This design comes from an exercise in tuning for small area and few clock cycles per item on the open sky130 flow, not from production work.
RTL that was checked went through simulation tests only; none was proved equivalent to the original.
Only the layout flow was run in runs 5 to 8; the RTL was not checked for function there.

===== flow/constraint.sdc =====
create_clock -name core_clock -period 8.0 [get_ports {clk}]
set_input_delay 1.6000 -clock core_clock [delete_from_list [all_inputs] [get_ports {clk}]]
set_output_delay 1.6000 -clock core_clock [all_outputs]
set_load 0.01 [all_outputs]

===== flow/design.v =====
`timescale 1ns/1ps
module subc_divide(
    input  logic         clk,
    input  logic         rst,
    input  logic         invalid,
    output logic         inready,
    input  logic [31:0]  a,
    input  logic [31:0]  b,
    input  logic [5:0]   nbits,
    input  logic         outready,
    output logic         outvalid,
    output logic [31:0]  z
);
    localparam int K  = 2;
    localparam int MS = (32 + K - 1) / K;      
    localparam int QW = K * MS;                
    localparam int DW = 1;                     
    localparam int CW = 5;                     
    logic [31:0]   b_r;       
    logic [31:0]   r_r;       
    logic [QW-1:0] q_r;       
    logic [DW-1:0] d_r;       
    logic [CW-1:0] cnt;       
    logic          busy;      
    logic          ov;        
    assign inready  = ~busy & (~ov | outready);
    assign outvalid = ov;
    assign z        = 32'(q_r >> d_r);
    wire acc = invalid & inready;
    function automatic logic [32:0] step(input logic [31:0] ri, input logic [31:0] bi);
        logic [31:0] t, p, g, c, gg, pp, gn, pn;
        logic        qb;
        t  = {ri[30:0], 1'b0};
        p  = t ^ ~bi;
        g  = t & ~bi;
        gg = {g[31:1], g[0] | p[0]};        
        pp = p;
        for (int l = 0; l < 5; l++) begin
            gn = gg;
            pn = pp;
            for (int i = 0; i < 32; i++)
                if (((i >> l) & 1) == 1) begin
                    gn[i] = gg[i] | (pp[i] & gg[((i >> l) << l) - 1]);
                    pn[i] = pp[i] & pp[((i >> l) << l) - 1];
                end
            gg = gn;
            pp = pn;
        end
        c  = {gg[30:0], 1'b1};              
        qb = ri[31] | gg[31];
        step = {qb, qb ? (p ^ c) : t};
    endfunction
    logic [31:0]  rs [0:K];
    logic [K-1:0] qb;
    wire  [31:0]  bs = busy ? b_r : b;
    assign rs[0] = busy ? r_r : a;
    for (genvar i = 0; i < K; i++) begin : g_step
        wire [32:0] st = step(rs[i], bs);
        assign qb[K-1-i] = st[32];
        assign rs[i+1]   = st[31:0];
    end
    logic [CW-1:0] m_in;
    logic [DW-1:0] d_in;
    always_comb begin
        m_in = '0;
        d_in = '0;
        for (int i = 0; i <= 32; i++)
            if (nbits == 6'(i)) begin
                m_in = CW'((i + K - 1) / K);
                d_in = DW'(K * ((i + K - 1) / K) - i);
            end
    end
    always_ff @(posedge clk) begin
        r_r <= rs[K];
        b_r <= bs;
        if (acc)
            d_r <= d_in;
        if (acc)
            q_r <= (nbits == 6'd0) ? '0 : QW'(qb);
        else if (busy)
            q_r <= {q_r[QW-1-K:0], qb};
        if (~busy)
            cnt <= m_in - CW'(1);
        else
            cnt <= cnt - CW'(1);
    end
    always_ff @(posedge clk) begin
        if (rst) begin
            busy <= 1'b0;
            ov   <= 1'b0;
        end else if (busy) begin
            if (cnt == CW'(1)) begin
                busy <= 1'b0;
                ov   <= 1'b1;
            end
        end else if (acc) begin
            busy <= (m_in > CW'(1));
            ov   <= (m_in <= CW'(1));
        end else if (outready) begin
            ov   <= 1'b0;
        end
    end
endmodule

===== flow/config.mk =====
export PLATFORM = sky130hd
export DESIGN_NAME = subc_divide
export DESIGN_NICKNAME = subc_divide
export VERILOG_FILES = /design/flow/design.v
export SDC_FILE = /design/flow/constraint.sdc
export NUM_CORES = 4
export LEC_CHECK = 0
export CAP_MARGIN = 20
export CORE_MARGIN = 2
export CORE_UTILIZATION = 40
export SLEW_MARGIN = 20

===== flow/flow/run.sh =====
#!/bin/bash
# The standard layout, with the port buffers made of the smallest buffer cell
# (buf_1) instead of the delay buffer buffer_ports picks by default. Every
# input and output port still gets its own buffer.
set -euo pipefail
export BUFFER_PORTS_ARGS="-buffer_cell sky130_fd_sc_hd__buf_1"
bash standard.sh finish > standard_flow.log 2>&1

===== flow/standard.sh =====
#!/bin/bash
# synth_recipe.tcl (not shown) runs the flow's synth.tcl, then flattens the netlist and writes it again
# the make line also repeats each setting of config.mk as NAME=value (left out here)
make -C /OpenROAD-flow-scripts/flow DESIGN_CONFIG=/design/flow/config.mk WORK_HOME=/design/flow/orfs CLKGATE_MAP_FILE= SYNTH_SCRIPT=/design/flow/synth_recipe.tcl "${@:-finish}"

==> results.json, run 1 <==
{
  "multi_input_comb_area_sq_um": 4860,
  "cts_setup_buffers": 0,
  "port-buffer-count": 107,
  "status": "no timing/DRC/antenna violations",
  "grt_max_degree": 52,
  "maxCapViolCount": 0,
  "rows": 50,
  "die_area_sq_um": 20100,
  "hold_class": "flop to flop",
  "setup_viol": 0,
  "crit_family": "compound AO/OA/AOI/OAI gates",
  "finalSetupTns_ns": 0,
  "ys.flop_type": "dfxtp_1",
  "initial_core_util": 0.407,
  "stdcell_count": 1099,
  "yosys.cell_types.count": 62,
  "pin_count": 108,
  "crit_required_ns": 8.26,
  "cts_tree": "built",
  "dr.pass1.iters": 4,
  "yosys-top-cells-area": "dfxtp_1 (19%), edfxtp_1 (13%), mux2_2 (12%)",
  "die_w_um": 142,
  "finalClockSkew_ns": 0.0122,
  "clk_latency_ns": 0.37,
  "clock-sinks": 104,
  "regArea_sq_um": 2420,
  "drc_errors": 0,
  "vias": 5644,
  "yosys.area.top_type_share": 0.187,
  "synth-async-reset-ratio": 0,
  "n_antenna_cell": 0,
  "die_h_um": 142,
  "critPathMaxFanout": 7,
  "layout_setup_ws_ns": 0.680,
  "clkTransAtPathRegs_ns": 0.08,
  "synth_area_per_cell_sq_um": 10.1,
  "max_clock_freq_mhz": 137,
  "grt_use_total": 0.172,
  "antenna_found_initial": 0,
  "arrival_ns": 7.58,
  "final_cell_area_sq_um": 8580,
  "worst_pin_slew_ns": 0.898,
  "drtAntennaViolNets": 0,
  "synth_top_cell_by_area": "dfxtp_1",
  "cp_slowest_cell": "o311ai_0",
  "dp_cells": 1083,
  "cts_buffer_depth": 2,
  "ys_ff_latch": 104,
  "htreeDepth": 3,
  "grt_first_pass_wirelength_um": 27500,
  "finalCriticalPeriod_ns": 7.32,
  "synth-edff-count": 33,
  "core_sq_um": 18700,
  "grt_pass1_vias": 5419,
  "ctsResizeCount": 0,
  "cts_hold_buffers": 0,
  "drt_wl_total_um": 16700,
  "yosysWarnings": 2,
  "viasPerCell": 5.14,
  "post-route-period-util": 0.915,
  "timing.critical_path.buf_inv": 1,
  "ys_seq_area_frac": 0.317,
  "finalHoldViolations": 0,
  "criticalPathCategory": "primary input to flop",
  "rsz0062_at_grt": "false",
  "synthToLayoutAreaGrowth_pct": 12.9,
  "post-route-util": 0.459,
  "hpwlAfterDp_um": 12900,
  "slew_viol_final": 0,
  "syn_area_sq_um": 7600,
  "finalNetCount": 1008,
  "fillers": 1800,
  "place_area_sq_um": 8300,
  "syn_inst": 751,
  "synth_nets": 899,
  "routedWlPerCell_um": 15.2,
  "slew_headroom": 0.394,
  "setup.worst_path.end_class": "flop",
  "worstSetupStartpointType": "primary input",
  "gp_congestion": 0.851,
  "drive_above_1_share": 0.161,
  "drtIter0Drc": 242,
  "cts-buffers-inserted": 9,
  "clockRootBuffer": "clkbuf_16",
  "path_cells": "buf_1, mux2i_1, ha_1, nand4_1, o21bai_1, o311ai_0, a2111oi_2, o21ai_1, nand3_1, mux2_2, ha_1, or3_1, a211oi_1, o211ai_1, a2111oi_2, o31ai_2, nand4_1, o21ai_1, a21oi_2, mux2_2",
  "grt-ovfl-total": 0,
  "pre_cts_slack_ns": 0.256,
  "slowest_delay_ns": 0.81
}
-- logic make-up (layout without fill, tap and decap cells) --
group | count (synthesis) | after routing | share of synthesized area
AND/OR/NAND/NOR | 159 | 159 | 0.108
multiplexers | 142 | 142 | 0.213
AO/OA/AOI/OAI | 141 | 141 | 0.130
flip-flops | 104 | 104 | 0.317
buffers and inverters | 81 | 195 | 0.0436
adder cells (fa/ha/maj) | 74 | 74 | 0.131
XOR/XNOR | 50 | 50 | 0.0576
-- path summary, 6_finish.rpt --
check | end | cells past startpoint | slack (ns) | startpoint
max | r_r[8]$_DFF_P_ | 20 | 0.68 | b[12]
min | cnt[0]$_DFF_P_ | 1 | 0.50 | cnt[0]$_DFF_P_
max reg2reg | r_r[8]$_DFF_P_ | 19 | 0.94 | busy$_SDFF_PP0_
min reg2reg | cnt[0]$_DFF_P_ | 1 | 0.50 | cnt[0]$_DFF_P_
-- synthesized netlist by cell type, types with 7 or more instances --
library cell / instances
dfxtp_1: 71
mux2_2: 80
a21oi_1: 34
inv_1: 56
or3_1: 8
nor3_1: 10
buf_1: 7
a211oi_1: 10
o21ai_0: 14
ha_1: 65
o21a_1: 8
a21o_1: 25
clkbuf_1: 11
nand2_1: 29
mux2_4: 20
xnor2_1: 28
nor2b_1: 9
edfxtp_1: 33
nor2_1: 41
fa_1: 9
xor2_1: 22
mux2i_1: 41
and2_1: 35
-- state kept, by name (all words and copies together) (netlist names) --
register and count:
b_r 32, q_r 32, r_r 32, cnt 5, busy 1, d_r 1, ov 1
-- cells in the final DEF, fill, tap and decap left out, types with 4 or more instances in the layout --
master and n:
and3_1 5, a31oi_1 4, nand2_1 29, a211oi_1 10
inv_6 4, o21a_1 8, nand4_1 4, a21oi_1 34
a221o_1 5, dfxtp_1 70, xnor2_1 28, nor2b_1 9
edfxtp_1 33, inv_1 56, buf_1 107, o21ai_0 14
buf_4 16, o21ai_1 4, or3_1 8, nand3_1 6
a21o_1 25, nor2_1 41, and2_1 35, mux2i_1 41
ha_1 65, mux2_4 20, mux2_2 80, o211ai_1 6
o21bai_1 5, nor3_1 10, clkbuf_16 9, xor2_1 22
fa_1 9
-- stage by stage --
stage / hold WS (ns)
floorplan: 0.451
global placement: 0.473
detailed placement: 0.487
CTS: 0.507
global route: 0.535
finish: 0.499
-- cell type report --
type                            count  area share
Clock inverter                      6     0.00627
Multi-Input combinational cell    566       0.566
Clock buffer                       10      0.0267
Tap cell                          234      0.0341
Inverter                           56      0.0245
Timing Repair Buffer              123      0.0608
Sequential cell                   104       0.281
-- routing by layer --
| metal | wire [um] | share of wire | global-route usage |
|---|---|---|---|
| met1 | 8470 | 0.51 | 0.240 |
| met2 | 7280 | 0.44 | 0.270 |
| met3 | 723 | 0.043 | 0.0294 |
| met4 | 235 | 0.014 | 0.0558 |
| met5 | 0 | 0 | 0 |
Testbench counts, summed over its fixed seeds: cycles 27,628, items 3,200.
==> inputs of run 2 (changes only) <==
--- a/flow/config.mk
+++ b/flow/config.mk
@@ -5,6 +5,7 @@
 export SDC_FILE = /design/flow/constraint.sdc
 export NUM_CORES = 4
 export LEC_CHECK = 0
+export ABC_AREA = 1
 export CAP_MARGIN = 20
 export CORE_MARGIN = 2
 export CORE_UTILIZATION = 40
==> results.json, run 2 <==
{
  "viasPerCell": 4.72,
  "yosys.area.top_type_share": 0.212,
  "slew_headroom": 0.379,
  "yosys-top-cells-area": "nand2_1 (21%), dfxtp_1 (16%), edfxtp_1 (11%)",
  "criticalPathCategory": "primary input to flop",
  "post-route-period-util": 0.745,
  "rsz0062_at_grt": "false",
  "status": "no timing/DRC/antenna violations",
  "port-buffer-count": 107,
  "clock-sinks": 104,
  "ys.flop_type": "dfxtp_1",
  "synth-edff-count": 33,
  "grt_max_degree": 71,
  "pin_count": 108,
  "yosysWarnings": 2,
  "dp_cells": 1717,
  "n_antenna_cell": 0,
  "ctsResizeCount": 0,
  "finalNetCount": 1601,
  "crit_required_ns": 8.10,
  "hpwlAfterDp_um": 15500,
  "slew_viol_final": 0,
  "cts-buffers-inserted": 9,
  "syn_inst": 1366,
  "synth_area_per_cell_sq_um": 6.38,
  "core_sq_um": 21200,
  "finalSetupTns_ns": 0,
  "drc_errors": 0,
  "clk_latency_ns": 0.37,
  "grt_use_total": 0.186,
  "r2r_slack_ns": 2.24,
  "largestRegisters": "b_r: 32 flops, q_r: 32 flops, r_r: 32 flops",
  "cts_buffer_depth": 2,
  "yosys.cell_types.count": 42,
  "cts_setup_buffers": 0,
  "maxCapViolCount": 0,
  "drtIter0Drc": 471,
  "grt_pass1_vias": 7459,
  "grt-ovfl-total": 0,
  "clkTransAtPathRegs_ns": 0.08,
  "syn_area_sq_um": 8710,
  "drive_above_1_share": 0.0645,
  "setup_viol": 0,
  "clockRootBuffer": "clkbuf_16",
  "stdcell_count": 1733,
  "worstSetupStartpointType": "primary input",
  "htreeDepth": 3,
  "dr.pass1.iters": 5,
  "max_clock_freq_mhz": 168,
  "arrival_ns": 6.06,
  "die_area_sq_um": 23000,
  "setup.worst_path.end_class": "flop",
  "die_w_um": 152,
  "initial_core_util": 0.411,
  "finalHoldViolations": 0,
  "hold_class": "flop to flop",
  "most-common-layout-cells": "nand2_1 (492), inv_1 (202), buf_1 (107)",
  "drt_wl_total_um": 20900,
  "synth_common_cells": "nand2_1 (492), inv_1 (202), nor2_1 (89), nand3_1 (86), dfxtp_1 (71)",
  "vias": 8179,
  "synth.most_common_cell": "nand2_1",
  "rows": 53,
  "die_h_um": 152,
  "antenna_found_initial": 0,
  "worst_pin_slew_ns": 0.928,
  "ys_ff_latch": 104,
  "synth-async-reset-ratio": 0,
  "critPathMaxFanout": 34,
  "grt_first_pass_wirelength_um": 34500,
  "synthToLayoutAreaGrowth_pct": 10.6,
  "finalClockSkew_ns": 0.0106,
  "gp_congestion": 0.872,
  "finalCriticalPeriod_ns": 5.96,
  "synth_top_cell_by_area": "nand2_1",
  "drtAntennaViolNets": 0,
  "cts_hold_buffers": 0,
  "synth_nets": 1514,
  "cts_tree": "built",
  "ys_seq_area_frac": 0.277,
  "routedWlPerCell_um": 12.0,
  "layout_commonest_cell": "nand2_1"
}
## run 2: cell count changes after synthesis, moves of 27 or more
cell | previous run | this run
o21ai_0 | 14 | 66
nand2_1 | 29 | 492
or2_2 | 0 | 37
and2_1 | 35 | 0
nor2_1 | 41 | 89
nand3_1 | 6 | 86
mux2i_1 | 41 | 4
inv_1 | 56 | 202
a21oi_1 | 34 | 61
mux2_2 | 80 | 0
## run 2: kinds of logic (layout without fill, tap and decap cells)
family / after synthesis / count (layout) / share of synthesized area
and+or+nand+nor: 749 / 749 / 0.365
xor gates and xnor gates: 21 / 21 / 0.0211
DFF: 104 / 104 / 0.277
adders and majority gates: 74 / 74 / 0.114
muxes: 4 / 4 / 0.00460
buffers and inverters: 247 / 339 / 0.112
AOI/OAI and AO/OA: 167 / 167 / 0.106
## run 2: metal layers
layer	global-route usage	share of wire	vias to the layer above	wire, um
met5	0	0	-	0
met4	0.0435	0.010	0	213
met3	0.0308	0.027	14	562
met2	0.320	0.47	94	9750
met1	0.244	0.50	3611	10300
li1	-	-	4460	-
## run 2: stage by stage
step                instance area [sq um]  utilization  hold slack (ns)  setup slack, ns
finish                               9630        0.454            0.507             2.04
detailed placement                   9320        0.439            0.486             1.65
floorplan                            8710            -            0.472             2.47
global placement                     9320        0.439            0.472             1.72
global route                         9630        0.454            0.533             1.48
CTS                                  9630        0.454            0.500             2.04
## run 2: area by class of cell
cell class / count / area (sq um)
timing repair buffer: 116 / 469
clock inverter: 7 / 83.8
tap: 275 / 344
sequential: 104 / 2410
fill: 2296 / 11600
multi-input combinational: 1015 / 5320
clock buffer: 9 / 225
inverter: 207 / 777
## run 2: worst max-delay path: stages
cell	delay, ns
buf_1	0.07
o21ai_0	0.52
ha_1	0.34
nand2_1	0.09
nor2_1	0.05
nand2_1	0.07
nand2_2	0.10
nand2_1	0.08
nand2_1	0.05
buf_4	0.20
nand2_1	0.09
nand3_2	0.08
inv_2	0.50
o21ai_0	0.32
ha_1	0.25
a21oi_1	0.19
o21ai_0	0.23
a21oi_1	0.29
nand2_4	0.18
nand2_4	0.12
nand2_4	0.08
nor2_8	0.45
a21oi_2	0.05
## run 2: worst paths after layout
path	startpoint	to	cells after the start
worst max-delay path	b[4]	q_r[0]$_DFFE_PP_	23
worst min-delay path	ov$_SDFFE_PP0P_	ov$_SDFFE_PP0P_	2
worst max register to register	busy$_SDFF_PP0_	q_r[0]$_DFFE_PP_	25
worst min register to register	ov$_SDFFE_PP0P_	ov$_SDFFE_PP0P_	2
==> inputs of run 3 (changes only) <==
--- a/flow/config.mk
+++ b/flow/config.mk
@@ -5,8 +5,8 @@
 export SDC_FILE = /design/flow/constraint.sdc
 export NUM_CORES = 4
 export LEC_CHECK = 0
-export ABC_AREA = 1
 export CAP_MARGIN = 20
 export CORE_MARGIN = 2
 export CORE_UTILIZATION = 40
+export GPL_TIMING_DRIVEN = 0
 export SLEW_MARGIN = 20
==> results.json, run 3 <==
{
  "hold_class": "flop to flop",
  "cts_hold_buffers": 0,
  "grt_use_total": 0.177,
  "ys_ff_latch": 104,
  "synthToLayoutAreaGrowth_pct": 14.5,
  "synth_common_cells": "mux2_2 (80), dfxtp_1 (71), ha_1 (65), inv_1 (56)",
  "yosysWarnings": 2,
  "met1_length_um": 9050,
  "synth_area_per_cell_sq_um": 10.1,
  "syn_area_sq_um": 7600,
  "synth-edff-count": 33,
  "die_w_um": 142,
  "slew_viol_final": 0,
  "wl_met2_um": 7870,
  "hold_slack_ns": 0.500,
  "drtIter0Drc": 330,
  "finalSetupTns_ns": 0,
  "layout_commonest_cell": "buf_1",
  "yosys-top-cells-area": "dfxtp_1 (19%), edfxtp_1 (13%), mux2_2 (12%)",
  "clk_latency_ns": 0.36,
  "grt_pass1_vias": 5468,
  "port-buffer-count": 106,
  "setup_viol": 0,
  "post-route-util": 0.466,
  "synth_top_cell_by_area": "dfxtp_1",
  "dp_cells": 1091,
  "maxCapViolCount": 0,
  "wl_met3_um": 563,
  "worst_pin_slew_ns": 0.760,
  "yosys.area.top_type_share": 0.187,
  "cts_buffer_depth": 2,
  "vias": 5797,
  "finalNetCount": 1017,
  "most-common-layout-cells": "buf_1 (109), mux2_2 (80), dfxtp_1 (71)",
  "htreeDepth": 3,
  "drt_wl_total_um": 17600,
  "crit_required_ns": 8.25,
  "finalCriticalPeriod_ns": 7.67,
  "synth.most_common_cell": "mux2_2",
  "ys.flop_type": "dfxtp_1",
  "viasPerCell": 5.23,
  "grt-ovfl-total": 0,
  "core_sq_um": 18700,
  "worstSetupStartpointType": "flop",
  "drc_errors": 0,
  "finalHoldViolations": 0,
  "setup.worst_path.end_class": "flop",
  "n_antenna_cell": 0,
  "clock-sinks": 104,
  "max_clock_freq_mhz": 130,
  "fillers": 1794,
  "stdcell_count": 1108,
  "die_h_um": 142,
  "grt_first_pass_wirelength_um": 28000,
  "status": "no timing/DRC/antenna violations",
  "slowest_delay_ns": 0.47,
  "gp_congestion": 0.793,
  "antenna_found_initial": 0,
  "arrival_ns": 7.92,
  "rsz0062_at_grt": "false",
  "drtAntennaViolNets": 0,
  "ys_seq_area_frac": 0.317,
  "grt_max_degree": 33,
  "initial_core_util": 0.407,
  "hpwlAfterDp_um": 13600,
  "routedWlPerCell_um": 15.9,
  "synth-async-reset-ratio": 0,
  "layout_setup_ws_ns": 0.331,
  "rows": 50,
  "pin_count": 108,
  "cp_slowest_cell": "a2111oi_4",
  "routed.top_layer": "met4",
  "dr.pass1.iters": 4,
  "synth_nets": 899,
  "syn_inst": 751,
  "slew_headroom": 0.492,
  "critPathMaxFanout": 10,
  "criticalPathCategory": "flop to flop",
  "clockRootBuffer": "clkbuf_16",
  "finalClockSkew_ns": 0.0109,
  "largestRegisters": "b_r: 32 flops, q_r: 32 flops, r_r: 32 flops",
  "pre_cts_slack_ns": -1.72,
  "drive_above_1_share": 0.172,
  "yosys.cell_types.count": 62,
  "clkTransAtPathRegs_ns": 0.08,
  "cts-buffers-inserted": 9,
  "final_cell_area_sq_um": 8710,
  "place_area_sq_um": 8300,
  "die_area_sq_um": 20100,
  "cts_tree": "built",
  "post-route-period-util": 0.959
}
[run 3: layout make-up]
cell class	instances	area, sq um	share of cell area
multi-input cells	566	4960	0.569
repair buffers	107	405	0.0465
clock inverters	6	58.8	0.00675
inverters	56	210	0.0241
flip-flops and latches	104	2410	0.277
clock buffers	10	229	0.0263
well taps	234	293	0.0336
plain buffers	25	145	0.0167
[run 3: timing repair]
item | CTS | global route
resized for setup | 19 | 17
setup endpoints to repair | 33 | 32
pin swaps | 0 | 1
setup buffers | 0 | 1
hold endpoints to repair | 0 | 0
[run 3: logic make-up after synthesis]
family,Yosys count,share of synthesized area
fa+ha+maj,74,0.131
flops,104,0.317
mux,142,0.213
xor+xnor,50,0.0576
simple gates,159,0.108
buf+inv,81,0.0436
compound gates,141,0.130
[run 3: path summary, 6_finish.rpt]
path,from,end,slack [ns],cells after the start
max,busy$_SDFF_PP0_,r_r[18]$_DFF_P_,0.33,27
min,b_r[19]$_DFF_P_,b_r[19]$_DFF_P_,0.50,2
max reg2reg,busy$_SDFF_PP0_,r_r[18]$_DFF_P_,0.33,27
min reg2reg,b_r[19]$_DFF_P_,b_r[19]$_DFF_P_,0.50,2
[run 3: critical path: cells and delay by family (launching register included)]
family	cells	cell delay (ns)
buffers and inverters	8	1.91
AOI/OAI and AO/OA	11	3.08
and+or+nand+nor	3	0.74
muxes	3	0.81
adders and majority gates	2	0.59
DFF	1	0.42
[run 3: per-layer routing]
layer  vias up  GRT usage
met5         -          0
met4         0     0.0363
met3         7     0.0307
met2       107      0.284
met1      2723      0.251
li1       2960          -
==> inputs of run 4 (changes only) <==
--- a/flow/config.mk
+++ b/flow/config.mk
@@ -7,6 +7,6 @@
 export LEC_CHECK = 0
 export CAP_MARGIN = 20
 export CORE_MARGIN = 2
-export CORE_UTILIZATION = 40
-export GPL_TIMING_DRIVEN = 0
+export CORE_UTILIZATION = 60
+export CTS_BUF_LIST = sky130_fd_sc_hd__clkbuf_4 sky130_fd_sc_hd__clkbuf_8
 export SLEW_MARGIN = 20
==> results.json, run 4 <==
{
  "criticalPathCategory": "primary input to flop",
  "clock-sinks": 104,
  "drtAntennaViolNets": 0,
  "antenna_found_initial": 0,
  "crit_required_ns": 8.29,
  "most-common-layout-cells": "buf_1 (107), mux2_2 (80), dfxtp_1 (70)",
  "clockRootBuffer": "clkbuf_8",
  "ys_ff_latch": 104,
  "ys.flop_type": "dfxtp_1",
  "core_sq_um": 12500,
  "die_area_sq_um": 13600,
  "synth_area_per_cell_sq_um": 10.1,
  "grt_use_total": 0.245,
  "synth_common_cells": "mux2_2 (80), dfxtp_1 (71), ha_1 (65), inv_1 (56)",
  "critPathMaxFanout": 7,
  "die_w_um": 117,
  "rows": 41,
  "post-route-period-util": 0.916,
  "ys_seq_area_frac": 0.317,
  "rsz0062_at_grt": "false",
  "maxCapViolCount": 0,
  "layout_commonest_cell": "buf_1",
  "cts_tree": "built",
  "vias": 5777,
  "synth-edff-count": 33,
  "setup_viol": 0,
  "yosys.cell_types.count": 62,
  "htreeDepth": 3,
  "finalCriticalPeriod_ns": 7.32,
  "setup.worst_path.end_class": "flop",
  "port-buffer-count": 107,
  "ctsResizeCount": 0,
  "hold_class": "flop to flop",
  "synthToLayoutAreaGrowth_pct": 10.7,
  "finalSetupTns_ns": 0,
  "synth_top_cell_by_area": "dfxtp_1",
  "grt_max_degree": 53,
  "finalClockSkew_ns": 0.00957,
  "max_clock_freq_mhz": 137,
  "arrival_ns": 7.61,
  "gr-usage-met1": 0.299,
  "yosys.area.top_type_share": 0.187,
  "worst_pin_slew_ns": 0.857,
  "drtIter0Drc": 268,
  "busiest_layer": "met2",
  "post-route-util": 0.673,
  "yosys-top-cells-area": "dfxtp_1 (19%), edfxtp_1 (13%), mux2_2 (12%)",
  "cts-buffers-inserted": 9,
  "use_met3": 0.0436,
  "status": "no timing/DRC/antenna violations",
  "grt_first_pass_wirelength_um": 26200,
  "use_met2": 0.434,
  "clk_latency_ns": 0.39,
  "routedWlPerCell_um": 15.8,
  "viasPerCell": 5.59,
  "cts_buffer_depth": 2,
  "hold_slack_ns": 0.505,
  "grt_pass1_vias": 5621,
  "n_antenna_cell": 0,
  "pin_count": 108,
  "yosysWarnings": 2,
  "hpwlAfterDp_um": 12500,
  "slew_viol_final": 0,
  "cts_hold_buffers": 0,
  "cts_setup_buffers": 0,
  "synth.most_common_cell": "mux2_2",
  "clkTransAtPathRegs_ns": 0.10,
  "syn_inst": 751,
  "grt-ovfl-total": 0,
  "initial_core_util": 0.608,
  "syn_area_sq_um": 7600,
  "dr.pass1.iters": 4,
  "synth_nets": 899,
  "drive_above_1_share": 0.158,
  "gp_congestion": 0.915,
  "drt_wl_total_um": 16300,
  "die_h_um": 117,
  "finalHoldViolations": 0,
  "synth-async-reset-ratio": 0,
  "finalNetCount": 1004,
  "slew_headroom": 0.428,
  "drc_errors": 0,
  "largestRegisters": "b_r: 32 flops, q_r: 32 flops, r_r: 32 flops",
  "worstSetupStartpointType": "primary input"
}
[run 4: cell counts after synthesis]
Identical to the previous run, type by type.
[run 4: logic make-up (layout without fill, tap and decap cells)]
group                      after synthesis  count (layout)  synth area share
DFF                                    104             104             0.317
AOI/OAI and AO/OA                      141             141             0.130
and+or+nand+nor                        159             159             0.108
xor gates and xnor gates                50              50            0.0576
muxes                                  142             142             0.213
buffers and inverters                   81             191            0.0436
adders and majority gates               74              74             0.131
[run 4: final timing paths]
check | endpoint | depth (start not counted) | startpoint | slack (ns)
max | r_r[8]$_DFF_P_ | 20 | a[12] | 0.68
min | cnt[0]$_DFF_P_ | 1 | cnt[0]$_DFF_P_ | 0.51
max reg2reg | r_r[8]$_DFF_P_ | 20 | busy$_SDFF_PP0_ | 0.85
min reg2reg | cnt[0]$_DFF_P_ | 1 | cnt[0]$_DFF_P_ | 0.51
[run 4: routing by layer]
| layer | part of all wire | up-vias |
|---|---|---|
| li1 | - | 2906 |
| met4 | 0.019 | 0 |
| met1 | 0.44 | 2737 |
| met5 | 0 | - |
| met2 | 0.50 | 115 |
| met3 | 0.040 | 19 |
[run 4: cell type report]
cell class,instances,area (sq um)
flip-flops and latches,104,2420
multi-input cells,566,4860
clock buffers,10,131
repair buffers,119,492
well taps,172,215
fillers,1064,4100
clock inverters,6,92.6
inverters,56,210
[run 4: critical path, stage by stage]
cell,delay [ns]
buf_1,0.08
mux2_2,0.27
ha_1,0.37
nand4_1,0.20
o21bai_1,0.28
o311ai_0,0.31
a2111oi_2,0.64
o21ai_1,0.17
nand3_1,0.32
mux2_2,0.43
ha_1,0.20
or3_1,0.41
a211oi_1,0.25
o211ai_1,0.25
a2111oi_2,0.55
o31ai_2,0.15
nand4_1,0.15
o21ai_1,0.13
a21oi_2,0.45
mux2_2,0.39
[run 4: per-stage QoR]
stage	worst slack (ns)	instance area, sq um	instances
final	0.676	8420	1033
after CTS	0.638	8420	1033
after global placement	0.496	8190	1017
after global routing	0.215	8420	1033
after detailed placement	0.247	8190	1017
after floorplan	0.630	7600	751
==> inputs of run 5 (changes only) <==
--- a/flow/design.v
+++ b/flow/design.v
@@ -35,24 +35,25 @@
         g  = t & ~bi;
         gg = {g[31:1], g[0] | p[0]};        
         pp = p;
-        for (int l = 0; l < 5; l++) begin
-            gn = gg;
-            pn = pp;
+        for (int l = 0; l < 5; l++)
             for (int i = 0; i < 32; i++)
-                if (((i >> l) & 1) == 1) begin
-                    gn[i] = gg[i] | (pp[i] & gg[((i >> l) << l) - 1]);
-                    pn[i] = pp[i] & pp[((i >> l) << l) - 1];
+                if ((i + 1) % (2 << l) == 0) begin
+                    gg[i] = gg[i] | (pp[i] & gg[i - (1 << l)]);
+                    pp[i] = pp[i] & pp[i - (1 << l)];
                 end
-            gg = gn;
-            pp = pn;
-        end
+        for (int l = 3; l >= 0; l--)
+            for (int i = 0; i < 32; i++)
+                if ((i + 1) % (2 << l) == (1 << l) && i >= (2 << l)) begin
+                    gg[i] = gg[i] | (pp[i] & gg[i - (1 << l)]);
+                    pp[i] = pp[i] & pp[i - (1 << l)];
+                end
         c  = {gg[30:0], 1'b1};              
         qb = ri[31] | gg[31];
         step = {qb, qb ? (p ^ c) : t};
     endfunction
     logic [31:0]  rs [0:K];
     logic [K-1:0] qb;
-    wire  [31:0]  bs = busy ? b_r : b;
+    wire  [31:0]  bs = (b_r & {32{busy}}) | (b & {32{~busy}});
     assign rs[0] = busy ? r_r : a;
     for (genvar i = 0; i < K; i++) begin : g_step
         wire [32:0] st = step(rs[i], bs);
--- a/flow/config.mk
+++ b/flow/config.mk
@@ -7,6 +7,5 @@
 export LEC_CHECK = 0
 export CAP_MARGIN = 20
 export CORE_MARGIN = 2
-export CORE_UTILIZATION = 60
-export CTS_BUF_LIST = sky130_fd_sc_hd__clkbuf_4 sky130_fd_sc_hd__clkbuf_8
+export CORE_UTILIZATION = 40
 export SLEW_MARGIN = 20
==> results.json, run 5 <==
{
  "syn_area_sq_um": 7740,
  "yosys-top-cells-area": "dfxtp_1 (18%), edfxtp_1 (13%), mux2_2 (12%)",
  "post-route-util": 0.475,
  "stdcell_count": 1093,
  "most-common-layout-cells": "buf_1 (107), mux2_2 (82), dfxtp_1 (70)",
  "synth-async-reset-ratio": 0,
  "clockRootBuffer": "clkbuf_16",
  "synth_top_cell_by_area": "dfxtp_1",
  "gp_congestion": 0.836,
  "cts_setup_buffers": 0,
  "cts_tree": "built",
  "slew_viol_final": 0,
  "finalClockSkew_ns": 0.00998,
  "slew_headroom": 0.280,
  "use_met2": 0.281,
  "dr.pass1.iters": 4,
  "dp_cells": 1077,
  "cts_buffer_depth": 2,
  "r2r_end": "r_r[23]$_DFF_P_",
  "clkTransAtPathRegs_ns": 0.08,
  "maxCapViolCount": 0,
  "htreeDepth": 3,
  "vias": 5396,
  "hpwlAfterDp_um": 12900,
  "synth_area_per_cell_sq_um": 11.1,
  "crit_required_ns": 8.26,
  "max_clock_freq_mhz": 134,
  "die_h_um": 143,
  "yosys.area.top_type_share": 0.184,
  "drt_wl_total_um": 16500,
  "pin_count": 108,
  "rsz0062_at_grt": "false",
  "hold_class": "flop to flop",
  "clock-sinks": 104,
  "post-route-period-util": 0.930,
  "cts-buffers-inserted": 9,
  "synth.most_common_cell": "mux2_2",
  "critPathMaxFanout": 20,
  "ctsResizeCount": 0,
  "r2r-start": "busy$_SDFF_PP0_",
  "gr-usage-met1": 0.233,
  "setup_viol": 0,
  "worst_pin_slew_ns": 1.08,
  "r2r_slack_ns": 0.81,
  "layout_commonest_cell": "buf_1",
  "drtIter0Drc": 213,
  "n_antenna_cell": 0,
  "die_area_sq_um": 20500,
  "whs_endpoint": "cnt[0]$_DFF_P_",
  "hp-start": "cnt[0]$_DFF_P_",
  "viasPerCell": 4.94,
  "synth_common_cells": "mux2_2 (82), dfxtp_1 (71), ha_1 (65), inv_1 (53), mux2i_1 (43)",
  "port-buffer-count": 107,
  "arrival_ns": 7.71,
  "use_met3": 0.0235,
  "largestRegisters": "b_r: 32 flops, q_r: 32 flops, r_r: 32 flops",
  "antenna_found_initial": 0,
  "finalHoldViolations": 0,
  "yosys.cell_types.count": 60,
  "routedWlPerCell_um": 15.1,
  "grt-ovfl-total": 0,
  "worstSetupStartpointType": "primary input",
  "die_w_um": 143,
  "ys.flop_type": "dfxtp_1",
  "syn_inst": 699,
  "drc_errors": 0,
  "grt_first_pass_wirelength_um": 27700,
  "whs_path_depth": 1,
  "setup.worst_path.end_class": "flop",
  "finalSetupTns_ns": 0,
  "synthToLayoutAreaGrowth_pct": 15.5,
  "grt_pass1_vias": 5572,
  "yosysWarnings": 2,
  "grt_use_total": 0.172,
  "cts_hold_buffers": 0,
  "r2r_cells": 22,
  "rows": 50,
  "drtAntennaViolNets": 0,
  "drive_above_1_share": 0.210,
  "core_sq_um": 18800,
  "hold_slack_ns": 0.505,
  "ys_ff_latch": 104,
  "finalCriticalPeriod_ns": 7.44,
  "finalNetCount": 998,
  "ys_seq_area_frac": 0.312,
  "synth_nets": 869,
  "status": "no timing/DRC/antenna violations",
  "synth-edff-count": 33,
  "grt_max_degree": 49,
  "busiest_layer": "met2",
  "initial_core_util": 0.411,
  "clk_latency_ns": 0.37,
  "criticalPathCategory": "primary input to flop"
}
-- run 5: changes by cell type in the layout (fill, tap and decap cells not counted), moves of 8 or more --
cell and delta:
fa_1 +22, buf_4 +21, nor2_1 -17, xnor2_1 -17, a21oi_1 -15, clkbuf_16 +9
clkbuf_8 -9, nand2_1 -9, mux2_4 +8
-- run 5: layout make-up --
class                           count  area [sq um]
Clock buffer                        9           225
Clock inverter                      7          91.3
Fill cell                        1809          9890
Inverter                           53           199
Multi-Input combinational cell    519          5010
Sequential cell                   104          2420
Tap cell                          260           325
Timing Repair Buffer              141           669
-- run 5: logic make-up (layout without fill, tap and decap cells) --
group	count (synthesis)	after routing	synth area share
buffers and inverters	76	210	0.0404
adder cells (fa/ha/maj)	96	96	0.185
flip-flops	104	104	0.312
AND/OR/NAND/NOR	120	120	0.0830
AO/OA/AOI/OAI	111	111	0.105
XOR/XNOR	37	37	0.0419
multiplexers	155	155	0.232
-- run 5: how the worst max path moves through the flow --
stage / cells after the start / to / start
after floorplan: 28 / r_r[23]$_DFF_P_ / busy$_SDFF_PP0_
after global placement: 24 / r_r[30]$_DFF_P_ / a[1]
after detailed placement: 22 / r_r[23]$_DFF_P_ / a[1]
after CTS: 22 / r_r[23]$_DFF_P_ / a[1]
after global routing: 22 / r_r[23]$_DFF_P_ / a[1]
final: 22 / r_r[23]$_DFF_P_ / a[1]
-- run 5: metrics by stage --
step           cell area (sq um)  worst slack (ns)
4_1_cts                     8940             0.503
3_5_place_dp                8620             0.125
2_1_floorplan               7740             0.652
6_report                    8940             0.558
3_3_place_gp                8620             0.184
5_1_grt                     8940             0.145
-- run 5: layer usage --
| metal | wire length, um | part of all wire |
|---|---|---|
| met2 | 7600 | 0.46 |
| met1 | 8100 | 0.49 |
| met3 | 553 | 0.033 |
| met5 | 0 | 0 |
| met4 | 270 | 0.016 |
-- run 5: worst max-delay path, cell delays in order --
cell	delay, ns
buf_1	0.07
mux2_2	0.29
ha_1	0.27
nor2b_1	0.14
o31a_1	0.27
o21ai_2	0.22
o211ai_1	0.20
a21boi_2	0.33
o21ai_4	0.12
a31oi_4	0.45
mux2_2	0.41
ha_1	0.32
o21a_1	0.19
o21ai_0	0.26
o21bai_1	0.17
a221oi_4	0.32
a21oi_1	0.13
o21ai_1	0.19
a21oi_2	0.12
a31oi_4	0.87
buf_4	0.41
mux2_2	0.36
==> inputs of run 6 (changes only) <==
==> flow/design.v (replaced) <==
`timescale 1ns/1ps
module subc_divide(
    input  logic         clk,
    input  logic         rst,
    input  logic         invalid,
    output logic         inready,
    input  logic [31:0]  a,
    input  logic [31:0]  b,
    input  logic [5:0]   nbits,
    input  logic         outready,
    output logic         outvalid,
    output logic [31:0]  z
);
    localparam int K  = 4;
    localparam int KW = $clog2(K);
    logic [31:0]   b_r;       
    logic [31:0]   r_r;       
    logic [31:0]   q_r;       
    logic [KW-1:0] d_r;       
    logic [2:0]    cnt;       
    logic          busy;      
    logic          ov;        
    assign inready  = ~busy & (~ov | outready);
    assign outvalid = ov;
    assign z        = q_r >> d_r;
    wire acc = invalid & inready;
    logic [31:0]  rs [0:K];
    logic [K-1:0] qb;
    wire  [31:0]  bs = busy ? b_r : b;
    assign rs[0] = busy ? r_r : a;
    for (genvar i = 0; i < K; i++) begin : g_step
        wire [31:0] t  = {rs[i][30:0], 1'b0};
        wire [32:0] df = {1'b0, t} + {1'b0, ~bs} + 33'd1;
        assign qb[K-1-i] = rs[i][31] | df[32];
        assign rs[i+1]   = qb[K-1-i] ? df[31:0] : t;
    end
    wire [5:0] nb1 = nbits + 6'(K - 1);
    wire [2:0] m1  = 3'((nb1 >> KW) - 1);
    always_ff @(posedge clk) begin
        r_r <= rs[K];
        if (~busy)
            b_r <= b;
        if (acc)
            d_r <= KW'(-nbits);
        if (acc)
            q_r <= (nbits == 6'd0) ? 32'd0 : {{(32-K){1'b0}}, qb};
        else if (busy)
            q_r <= {q_r[31-K:0], qb};
        if (~busy)
            cnt <= m1;
        else
            cnt <= cnt - 3'd1;
    end
    always_ff @(posedge clk) begin
        if (rst) begin
            busy <= 1'b0;
            ov   <= 1'b0;
        end else if (busy) begin
            if (cnt == 3'd1) begin
                busy <= 1'b0;
                ov   <= 1'b1;
            end
        end else if (acc) begin
            busy <= (nb1[5:KW] > 1);
            ov   <= ~(nb1[5:KW] > 1);
        end else if (outready) begin
            ov   <= 1'b0;
        end
    end
endmodule
==> flow/run.sh (new file) <==
#!/bin/bash
# synth_recipe.tcl (not shown) runs the flow's synth.tcl, then flattens the netlist and writes it again
# the make line also repeats each setting of config.mk as NAME=value (left out here)
make -C /OpenROAD-flow-scripts/flow DESIGN_CONFIG=/design/flow/config.mk WORK_HOME=/design/flow/orfs CLKGATE_MAP_FILE= SYNTH_SCRIPT=/design/flow/synth_recipe.tcl finish
removed: flow/flow/run.sh
removed: flow/standard.sh
==> results.json, run 6 <==
{
  "grt_use_total": 0.298,
  "criticalPathCategory": "primary input to flop",
  "yosysWarnings": 2,
  "die_h_um": 183,
  "port-buffer-count": 107,
  "crit_required_ns": 8.26,
  "clkTransAtPathRegs_ns": 0.09,
  "status": "finished with violations",
  "ys.flop_type": "dfxtp_1",
  "drtAntennaViolNets": 0,
  "yosys-top-cells-area": "ha_1 (13%), dfxtp_1 (11%), mux2_2 (8.3%)",
  "critPathMaxFanout": 7,
  "cts_buffer_depth": 2,
  "ys_seq_area_frac": 0.187,
  "whs_path_depth": 1,
  "syn_area_sq_um": 12800,
  "hold_slack_ns": 0.469,
  "grt_max_degree": 35,
  "antenna_found_initial": 1,
  "rsz0062_at_grt": "true",
  "hp-start": "cnt[0]$_DFF_P_",
  "pin_count": 108,
  "crit_top_cell": "mux2_4",
  "largestRegisters": "b_r: 32 flops, q_r: 32 flops, r_r: 32 flops",
  "clk_latency_ns": 0.39,
  "finalClockSkew_ns": 0.0204,
  "viasPerCell": 5.61,
  "dp_cells": 2481,
  "dr.pass1.iters": 5,
  "most-common-layout-cells": "buf_4 (580), a21oi_1 (107), nand2_1 (87)",
  "slowest_delay_ns": 0.50,
  "fillers": 2510,
  "gp_congestion": 0.963,
  "die_area_sq_um": 33500,
  "routed.top_layer": "met4",
  "ys_ff_latch": 103,
  "grt_pass1_vias": 14500,
  "arrival_ns": 11.84,
  "synth-async-reset-ratio": 0,
  "wl_met2_um": 23800,
  "worstSetupStartpointType": "primary input",
  "final_cell_area_sq_um": 21300,
  "layout_setup_ws_ns": -3.58,
  "setup.worst_path.end_class": "flop",
  "drt_wl_total_um": 51100,
  "initial_core_util": 0.406,
  "core_sq_um": 31600,
  "synth_common_cells": "a21oi_1 (138), ha_1 (130), nor2_1 (98), mux2_2 (95), nand2_1 (94)",
  "drtIter0Drc": 846,
  "synth-edff-count": 34,
  "rows": 65,
  "grt_first_pass_wirelength_um": 77500,
  "maxCapViolCount": 0,
  "synth.most_common_cell": "a21oi_1",
  "cts_hold_buffers": 0,
  "layout_commonest_cell": "buf_4",
  "r2r_end": "r_r[13]$_DFF_P_",
  "htreeDepth": 3,
  "routedWlPerCell_um": 19.8,
  "r2r_cells": 47,
  "setup_viol": 34,
  "finalSetupTns_ns": -115.78,
  "yosys.cell_types.count": 91,
  "finalNetCount": 2373,
  "finalHoldViolations": 0,
  "synth_nets": 1692,
  "whs_endpoint": "cnt[0]$_DFF_P_",
  "stdcell_count": 2576,
  "vias": 14400,
  "r2r_slack_ns": -3.11,
  "so.violations": "setup timing",
  "cts_tree": "built",
  "wl_met3_um": 3120,
  "slew_headroom": 0.491,
  "cts-buffers-inserted": 9,
  "finalCriticalPeriod_ns": 11.58,
  "post-route-period-util": 1.45,
  "synth_area_per_cell_sq_um": 8.62,
  "clockRootBuffer": "clkbuf_16",
  "max_clock_freq_mhz": 86.3,
  "yosys.area.top_type_share": 0.127,
  "clock-sinks": 103,
  "synthToLayoutAreaGrowth_pct": 66.1,
  "hold_class": "flop to flop",
  "r2r-start": "busy$_SDFF_PP0_",
  "place_area_sq_um": 18800,
  "pre_cts_slack_ns": -4.64,
  "slew_viol_final": 0,
  "cp_slowest_cell": "a2111oi_1",
  "drc_errors": 0,
  "synth_top_cell_by_area": "ha_1",
  "worst_pin_slew_ns": 0.762,
  "grt-ovfl-total": 0,
  "syn_inst": 1487,
  "hpwlAfterDp_um": 38600,
  "die_w_um": 183,
  "met1_length_um": 21900,
  "drive_above_1_share": 0.477
}
==> run 6: changes by cell type after synthesis, moves of 24 or more <==
| cell | previous run | this run |
|---|---|---|
| nor2_1 | 24 | 98 |
| ha_1 | 65 | 130 |
| nand3_1 | 4 | 30 |
| inv_1 | 53 | 78 |
| a21o_1 | 26 | 50 |
| mux2_4 | 28 | 3 |
| fa_1 | 31 | 1 |
| o21ai_0 | 20 | 70 |
| xnor2_1 | 11 | 68 |
| clkbuf_1 | 13 | 40 |
| mux4_2 | 0 | 28 |
| nand2_1 | 20 | 94 |
| a21oi_1 | 19 | 138 |
==> run 6: through the flow <==
stage                     utilization
after floorplan                     -
after CTS                       0.655
after global placement          0.594
final                           0.675
after global routing            0.675
after detailed placement        0.594
==> run 6: how the worst max path moves through the flow <==
stage | startpoint | end | slack [ns] | cells after the start
2_1_floorplan | a[16] | r_r[19]$_DFF_P_ | -3.00 | 48
3_3_place_gp | a[12] | r_r[20]$_DFF_P_ | -4.43 | 48
3_5_place_dp | a[12] | r_r[1]$_DFF_P_ | -4.64 | 49
4_1_cts | a[3] | r_r[11]$_DFF_P_ | -3.37 | 46
5_1_grt | b[4] | r_r[13]$_DFF_P_ | -3.88 | 47
6_report | a[3] | r_r[13]$_DFF_P_ | -3.58 | 47
==> run 6: cell families (layout without fill, tap and decap cells) <==
logic type                 after synthesis  in the layout  synth area share
buffers and inverters                  137            823            0.0429
adders and majority gates              131            131             0.128
AOI/OAI and AO/OA                      434            434             0.226
muxes                                  194            194             0.192
DFF                                    103            103             0.187
and+or+nand+nor                        378            378             0.148
xor gates and xnor gates               110            110            0.0751
other                                    0              1                 0
==> run 6: layout make-up <==
| cell class | instances | area, sq um | share of cell area |
|---|---|---|---|
| multi-input combinational | 1247 | 11800 | 0.554 |
| tap | 402 | 503 | 0.0236 |
| timing repair buffer | 728 | 5980 | 0.281 |
| inverter | 79 | 297 | 0.0139 |
| clock buffer | 9 | 225 | 0.0106 |
| antenna | 1 | 2.50 | 0.000117 |
| clock inverter | 7 | 95.1 | 0.00446 |
| sequential | 103 | 2410 | 0.113 |
==> run 6: repair_timing <==
action	in CTS	in global routing
setup buffers	55	22
gates resized for setup	299	107
pin swaps	74	90
hold endpoints to repair	0	0
setup endpoints to repair	34	34
cloned	5	1
==> run 6: critical path: cells and delay by family <==
kind	cells	cell delay (ns)
AO/OA/AOI/OAI	20	4.75
adder cells (fa/ha/maj)	4	0.95
buffers and inverters	8	1.15
multiplexers	5	1.60
AND/OR/NAND/NOR	10	1.76
==> run 6: layer usage <==
layer  GRT usage  up-vias
li1            -     6924
met1       0.378     6923
met2       0.500      484
met3      0.0417      110
met4       0.143        0
met5           0        -
==> inputs of run 7 (changes only) <==
==> flow/design.v (replaced) <==
`timescale 1ns/1ps
module subc_divide(
    input  logic         clk,
    input  logic         rst,
    input  logic         invalid,
    output logic         inready,
    input  logic [31:0]  a,
    input  logic [31:0]  b,
    input  logic [5:0]   nbits,
    input  logic         outready,
    output logic         outvalid,
    output logic [31:0]  z
);
    logic [31:0] b_r;       
    logic [31:0] r_r;       
    logic [31:0] q_r;       
    logic [1:0]  d_r;       
    logic [3:0]  cnt;       
    logic        busy;      
    logic        ov;        
    assign inready  = ~busy & (~ov | outready);
    assign outvalid = ov;
    assign z        = q_r >> d_r;
    wire acc = invalid & inready;
    function automatic logic [32:0] step(input logic [31:0] ri, input logic [31:0] bi);
        logic [31:0] t;
        logic [32:0] df;
        logic        qb;
        t  = {ri[30:0], 1'b0};
        df = {1'b0, t} - {1'b0, bi};
        qb = ri[31] | ~df[32];
        step = {qb, qb ? df[31:0] : t};
    endfunction
    wire [31:0] bs = busy ? b_r : b;
    wire [32:0] s1 = step(r_r, b_r);
    wire [31:0] r1 = busy ? s1[31:0] : a;
    wire [32:0] s2 = step(r1, bs);
    wire [32:0] s3 = step(s2[31:0], bs);
    wire [2:0]  qb = {s1[32], s2[32], s3[32]};
    logic [3:0] m_in;
    logic [1:0] d_in;
    always_comb begin
        m_in = 4'd1;
        d_in = 2'd0;
        for (int i = 3; i <= 32; i++)
            if (nbits == 6'(i)) begin
                m_in = 4'(1 + (i + 2 - 2) / 3);
                d_in = 2'(2 + 3 * ((i + 2 - 2) / 3) - i);
            end
        if (nbits == 6'd1)
            d_in = 2'd1;
    end
    always_ff @(posedge clk) begin
        r_r <= s3[31:0];
        b_r <= bs;
        if (acc)
            d_r <= d_in;
        if (acc)
            q_r <= (nbits == 6'd0) ? 32'd0 : {30'd0, qb[1:0]};
        else if (busy)
            q_r <= {q_r[28:0], qb};
        if (~busy)
            cnt <= m_in - 4'd1;
        else
            cnt <= cnt - 4'd1;
    end
    always_ff @(posedge clk) begin
        if (rst) begin
            busy <= 1'b0;
            ov   <= 1'b0;
        end else if (busy) begin
            if (cnt == 4'd1) begin
                busy <= 1'b0;
                ov   <= 1'b1;
            end
        end else if (acc) begin
            busy <= (m_in > 4'd1);
            ov   <= (m_in == 4'd1);
        end else if (outready) begin
            ov   <= 1'b0;
        end
    end
endmodule
==> results.json, run 7 <==
{
  "max_clock_freq_mhz": 127,
  "ys_ff_latch": 104,
  "port-buffer-count": 107,
  "finalHoldViolations": 0,
  "clock-sinks": 104,
  "hpwlAfterDp_um": 23900,
  "use_met3": 0.0257,
  "ys_seq_area_frac": 0.233,
  "yosysWarnings": 1,
  "viasPerCell": 5.47,
  "grt_use_total": 0.228,
  "busiest_layer": "met2",
  "post-route-period-util": 0.983,
  "grt_first_pass_wirelength_um": 48900,
  "drc_errors": 0,
  "clkTransAtPathRegs_ns": 0.09,
  "maxCapViolCount": 0,
  "vias": 9814,
  "syn_inst": 1191,
  "cts_hold_buffers": 0,
  "drt_wl_total_um": 31000,
  "setup.worst_path.end_class": "flop",
  "pin_count": 108,
  "gp_congestion": 0.920,
  "arrival_ns": 8.14,
  "crit_required_ns": 8.27,
  "clockRootBuffer": "clkbuf_16",
  "criticalPathCategory": "flop to flop",
  "layout_commonest_cell": "buf_4",
  "slew_viol_final": 0,
  "cts-buffers-inserted": 9,
  "synth_nets": 1364,
  "finalNetCount": 1627,
  "cts_buffer_depth": 2,
  "syn_area_sq_um": 10400,
  "core_sq_um": 25800,
  "grt_max_degree": 36,
  "ys.flop_type": "dfxtp_1",
  "rows": 59,
  "n_antenna_cell": 0,
  "rsz0062_at_grt": "true",
  "die_h_um": 165,
  "yosys.cell_types.count": 71,
  "yosys-top-cells-area": "dfxtp_1 (13%), ha_1 (12%), edfxtp_1 (9.8%)",
  "final_cell_area_sq_um": 13900,
  "slowest_delay_ns": 0.41,
  "finalCriticalPeriod_ns": 7.87,
  "grt-ovfl-total": 0,
  "finalSetupTns_ns": 0,
  "cts_tree": "built",
  "post-route-util": 0.540,
  "clk_latency_ns": 0.38,
  "die_area_sq_um": 27300,
  "htreeDepth": 3,
  "status": "no timing/DRC/antenna violations",
  "die_w_um": 165,
  "use_met2": 0.381,
  "finalClockSkew_ns": 0.0158,
  "drive_above_1_share": 0.244,
  "routedWlPerCell_um": 17.3,
  "worstSetupStartpointType": "flop",
  "hold_class": "flop to flop",
  "initial_core_util": 0.404,
  "synth.most_common_cell": "a21oi_1",
  "dr.pass1.iters": 5,
  "most-common-layout-cells": "buf_4 (171), clkdlybuf4s50_1 (107), a21oi_1 (98)",
  "synth-edff-count": 34,
  "synth-async-reset-ratio": 0,
  "crit_top_cell": "o21ai_2",
  "grt_pass1_vias": 9466,
  "yosys.area.top_type_share": 0.135,
  "synth_area_per_cell_sq_um": 8.73,
  "cp_slowest_cell": "fa_2",
  "gr-usage-met1": 0.301,
  "setup_viol": 0,
  "worst_pin_slew_ns": 0.785,
  "drtAntennaViolNets": 0,
  "slew_headroom": 0.473,
  "largestRegisters": "b_r: 32 flops, q_r: 32 flops, r_r: 32 flops",
  "critPathMaxFanout": 6,
  "synthToLayoutAreaGrowth_pct": 33.7,
  "drtIter0Drc": 563,
  "place_area_sq_um": 13000,
  "synth_top_cell_by_area": "dfxtp_1",
  "antenna_found_initial": 0,
  "synth_common_cells": "a21oi_1 (111), ha_1 (97), inv_1 (87), nand2_1 (80), nor2_1 (76)"
}
-- run 7: what timing repair did --
item / 4_1_cts / 5_1_grt
pin swaps: 22 / 34
endpoints found under the setup margin: 31 / 33
gates cloned: 4 / 0
resized for setup: 27 / 58
setup buffers: 16 / 11
-- run 7: critical path: cells and delay by family (launching register included) --
kind | cells | cell delay [ns]
mux | 2 | 0.59
simple gates | 6 | 1.00
fa+ha+maj | 3 | 0.91
flops | 1 | 0.34
buf+inv | 4 | 0.45
compound gates | 22 | 4.51
-- run 7: metrics by stage --
step	hold slack [ns]	setup slack, ns	std cells
after CTS	0.475	0.000560	1787
after global placement	0.464	-0.192	1751
after floorplan	0.454	0.00817	1191
after detailed placement	0.463	-0.164	1751
after global routing	0.505	-0.139	1794
final	0.475	0.132	1794
-- run 7: area by class of cell --
| class | instances | area [sq um] |
|---|---|---|
| Multi-Input combinational cell | 957 | 7820 |
| Clock inverter | 7 | 88.8 |
| Inverter | 88 | 330 |
| Timing Repair Buffer | 294 | 2590 |
| Clock buffer | 9 | 225 |
| Tap cell | 335 | 419 |
| Sequential cell | 104 | 2430 |
| Fill cell | 2399 | 11900 |
-- run 7: final timing paths --
kind	start	endpoint	slack [ns]	cells past startpoint
worst min register to register	ov$_SDFFE_PP0P_	ov$_SDFFE_PP0P_	0.48	2
worst max register to register	b_r[0]$_DFF_P_	r_r[27]$_DFF_P_	0.13	37
worst max-delay path	b_r[0]$_DFF_P_	r_r[27]$_DFF_P_	0.13	37
worst min-delay path	ov$_SDFFE_PP0P_	ov$_SDFFE_PP0P_	0.48	2
-- run 7: logic make-up (layout without fill, tap and decap cells) --
kind of cell | count (synthesis) | count (layout) | synth area share
flops | 104 | 104 | 0.233
xor+xnor | 87 | 87 | 0.0733
buf+inv | 131 | 398 | 0.0505
fa+ha+maj | 99 | 99 | 0.121
compound gates | 344 | 344 | 0.213
mux | 137 | 137 | 0.174
simple gates | 289 | 290 | 0.136
-- run 7: metal layers --
metal | wire [um] | vias to the layer above
met5 | 0 | -
met3 | 1390 | 65
met2 | 14300 | 275
li1 | - | 4893
met1 | 14200 | 4581
met4 | 1030 | 0
==> inputs of run 8 (changes only) <==
--- a/flow/design.v
+++ b/flow/design.v
@@ -23,13 +23,27 @@
     assign z        = q_r >> d_r;
     wire acc = invalid & inready;
     function automatic logic [32:0] step(input logic [31:0] ri, input logic [31:0] bi);
-        logic [31:0] t;
-        logic [32:0] df;
+        logic [31:0] t, p, g, c, gg, pp, gn, pn;
         logic        qb;
         t  = {ri[30:0], 1'b0};
-        df = {1'b0, t} - {1'b0, bi};
-        qb = ri[31] | ~df[32];
-        step = {qb, qb ? df[31:0] : t};
+        p  = t ^ ~bi;
+        g  = t & ~bi;
+        gg = {g[31:1], g[0] | p[0]};        
+        pp = p;
+        for (int l = 0; l < 5; l++) begin
+            gn = gg;
+            pn = pp;
+            for (int i = 0; i < 32; i++)
+                if (((i >> l) & 1) == 1) begin
+                    gn[i] = gg[i] | (pp[i] & gg[((i >> l) << l) - 1]);
+                    pn[i] = pp[i] & pp[((i >> l) << l) - 1];
+                end
+            gg = gn;
+            pp = pn;
+        end
+        c  = {gg[30:0], 1'b1};              
+        qb = ri[31] | gg[31];
+        step = {qb, qb ? (p ^ c) : t};
     endfunction
     wire [31:0] bs = busy ? b_r : b;
     wire [32:0] s1 = step(r_r, b_r);
==> results.json, run 8 <==
{
  "hold_slack_ns": 0.475,
  "finalHoldViolations": 0,
  "cts-buffers-inserted": 9,
  "drt_wl_total_um": 27700,
  "die_w_um": 162,
  "grt_use_total": 0.209,
  "synth-async-reset-ratio": 0,
  "slew_viol_final": 0,
  "finalSetupTns_ns": 0,
  "crit_required_ns": 8.26,
  "post-route-util": 0.529,
  "finalCriticalPeriod_ns": 7.62,
  "syn_inst": 1113,
  "syn_area_sq_um": 10000,
  "drtIter0Drc": 468,
  "clkTransAtPathRegs_ns": 0.09,
  "setup_viol": 0,
  "yosysWarnings": 1,
  "drc_errors": 0,
  "synth_common_cells": "inv_1 (100), ha_1 (95), nand2_1 (80), nor2_1 (74), dfxtp_1 (70)",
  "arrival_ns": 7.89,
  "grt_pass1_vias": 8676,
  "ys.flop_type": "dfxtp_1",
  "yosys-top-cells-area": "dfxtp_1 (14%), ha_1 (12%), edfxtp_1 (10%)",
  "htreeDepth": 3,
  "slowest_delay_ns": 0.36,
  "drive_above_1_share": 0.214,
  "dr.pass1.iters": 4,
  "status": "no timing/DRC/antenna violations",
  "routedWlPerCell_um": 16.7,
  "cts_tree": "built",
  "layout_setup_ws_ns": 0.376,
  "yosys.cell_types.count": 73,
  "die_h_um": 162,
  "n_antenna_cell": 0,
  "slew_headroom": 0.524,
  "pre_cts_slack_ns": -0.502,
  "finalNetCount": 1516,
  "dp_cells": 1639,
  "grt_first_pass_wirelength_um": 44100,
  "die_area_sq_um": 26400,
  "place_area_sq_um": 12300,
  "core_sq_um": 24500,
  "criticalPathCategory": "flop to flop",
  "hp-start": "ov$_SDFFE_PP0P_",
  "layout_commonest_cell": "buf_4",
  "clock-sinks": 104,
  "stdcell_count": 1662,
  "clockRootBuffer": "clkbuf_16",
  "synth_area_per_cell_sq_um": 9.02,
  "fillers": 2302,
  "post-route-period-util": 0.953,
  "rows": 57,
  "drtAntennaViolNets": 0,
  "crit_top_cell": "buf_4",
  "vias": 8940,
  "r2r-start": "b_r[25]$_DFF_P_",
  "hold_class": "flop to flop",
  "gp_congestion": 0.864,
  "synth.most_common_cell": "inv_1",
  "cts_buffer_depth": 2,
  "maxCapViolCount": 0,
  "synthToLayoutAreaGrowth_pct": 28.9,
  "worst_pin_slew_ns": 0.706,
  "critPathMaxFanout": 8,
  "grt_max_degree": 43,
  "startpoint": "b_r[25]$_DFF_P_",
  "worstSetupStartpointType": "flop",
  "hpwlAfterDp_um": 21900,
  "grt-ovfl-total": 0,
  "max_clock_freq_mhz": 131,
  "synth-edff-count": 34,
  "ys_ff_latch": 104,
  "initial_core_util": 0.410,
  "yosys.area.top_type_share": 0.140,
  "cp_slowest_cell": "a2111oi_4",
  "port-buffer-count": 107,
  "largestRegisters": "b_r: 32 flops, q_r: 32 flops, r_r: 32 flops",
  "final_cell_area_sq_um": 12900,
  "clk_latency_ns": 0.37,
  "synth_top_cell_by_area": "dfxtp_1",
  "finalClockSkew_ns": 0.00935,
  "setup.worst_path.end_class": "flop",
  "viasPerCell": 5.38,
  "most-common-layout-cells": "buf_4 (140), clkdlybuf4s50_1 (107), inv_1 (100)",
  "antenna_found_initial": 0,
  "ys_seq_area_frac": 0.241,
  "synth_nets": 1296,
  "pin_count": 108
}
## run 8: final timing paths
| check | endpoint | slack [ns] | cells past startpoint |
|---|---|---|---|
| worst min register to register | ov$_SDFFE_PP0P_ | 0.48 | 2 |
| worst max-delay path | r_r[8]$_DFF_P_ | 0.38 | 34 |
| worst max register to register | r_r[8]$_DFF_P_ | 0.38 | 34 |
| worst min-delay path | ov$_SDFFE_PP0P_ | 0.48 | 2 |
## run 8: cell families (layout without fill, tap and decap cells)
group | Yosys count | count (layout) | share of synthesized area
adders and majority gates | 109 | 109 | 0.146
AOI/OAI and AO/OA | 276 | 276 | 0.184
xor gates and xnor gates | 53 | 53 | 0.0462
buffers and inverters | 141 | 366 | 0.0594
DFF | 104 | 104 | 0.241
muxes | 129 | 129 | 0.177
and+or+nand+nor | 301 | 301 | 0.146
## run 8: worst max-delay path: cells and delay by family, from the launching register on
family / cells / cell delay, ns
AOI/OAI and AO/OA: 19 / 4.18
adders and majority gates: 3 / 0.88
buffers and inverters: 6 / 0.90
DFF: 1 / 0.34
muxes: 2 / 0.67
and+or+nand+nor: 4 / 0.52
## run 8: cell type report
type | instances | area [sq um] | area share
Clock inverter | 7 | 91.3 | 0.00706
Inverter | 100 | 375 | 0.0290
Multi-Input combinational cell | 868 | 7250 | 0.560
Timing Repair Buffer | 250 | 2170 | 0.168
Sequential cell | 104 | 2430 | 0.187
Tap cell | 324 | 405 | 0.0313
Clock buffer | 9 | 225 | 0.0174
## run 8: repair_timing
item,in CTS,in global routing
hold buffers,0,0
setup buffers,5,2
gates resized for setup,7,42
pin swaps,2,14
endpoints found under the setup margin,33,33
## run 8: metal layers
metal	share of wire	global-route usage	vias to the layer above
met1	0.48	0.282	4245
met4	0.015	0.0519	0
met3	0.033	0.0183	25
met2	0.47	0.362	185
li1	-	-	4485
met5	0	0	-

-- afterwards: timing with drivers on the ports --
In the flow no input, the clock included, has a driving cell. The finished layouts below were timed again as built, in two steps. Step 1 sets driving cells, clkbuf_16 on the clock port and buf_2 on the other inputs (assumed; they add their load-dependent delay and slew). Step 2 adds t to the input delays and takes it off the output delays; t is the mean of the earliest and latest rising clock arrival at the registers after step 1. Input paths then give back, and output paths get back, about the clock's delay inside the block. a / b / c = ideal / step 1 / step 2; a / b = the first two.
run | t, ns | slack for setup (ns) | worst setup path after step 2
run 1 | 0.404 | 0.680 / 0.689 / 0.285 | input to register
run 2 | 0.403 | 2.043 / 2.065 / 1.662 | input to register
run 3 | 0.397 | 0.331 / 0.331 / 0.052 | input to register
run 4 | 0.423 | 0.676 / 0.689 / 0.266 | input to register
run 5 | 0.406 | 0.558 / 0.554 / 0.147 | input to register
run 6 | 0.433 | -3.581 / -3.562 / -3.995 | input to register
run 7 | 0.415 | 0.132 / 0.132 / 0.132 | register to register
run 8 | 0.415 | 0.376 / 0.376 / 0.376 | register to register
The setup slack of run 6, which loses most, moves by +0.019 ns with the drivers and by -0.414 ns with both steps.
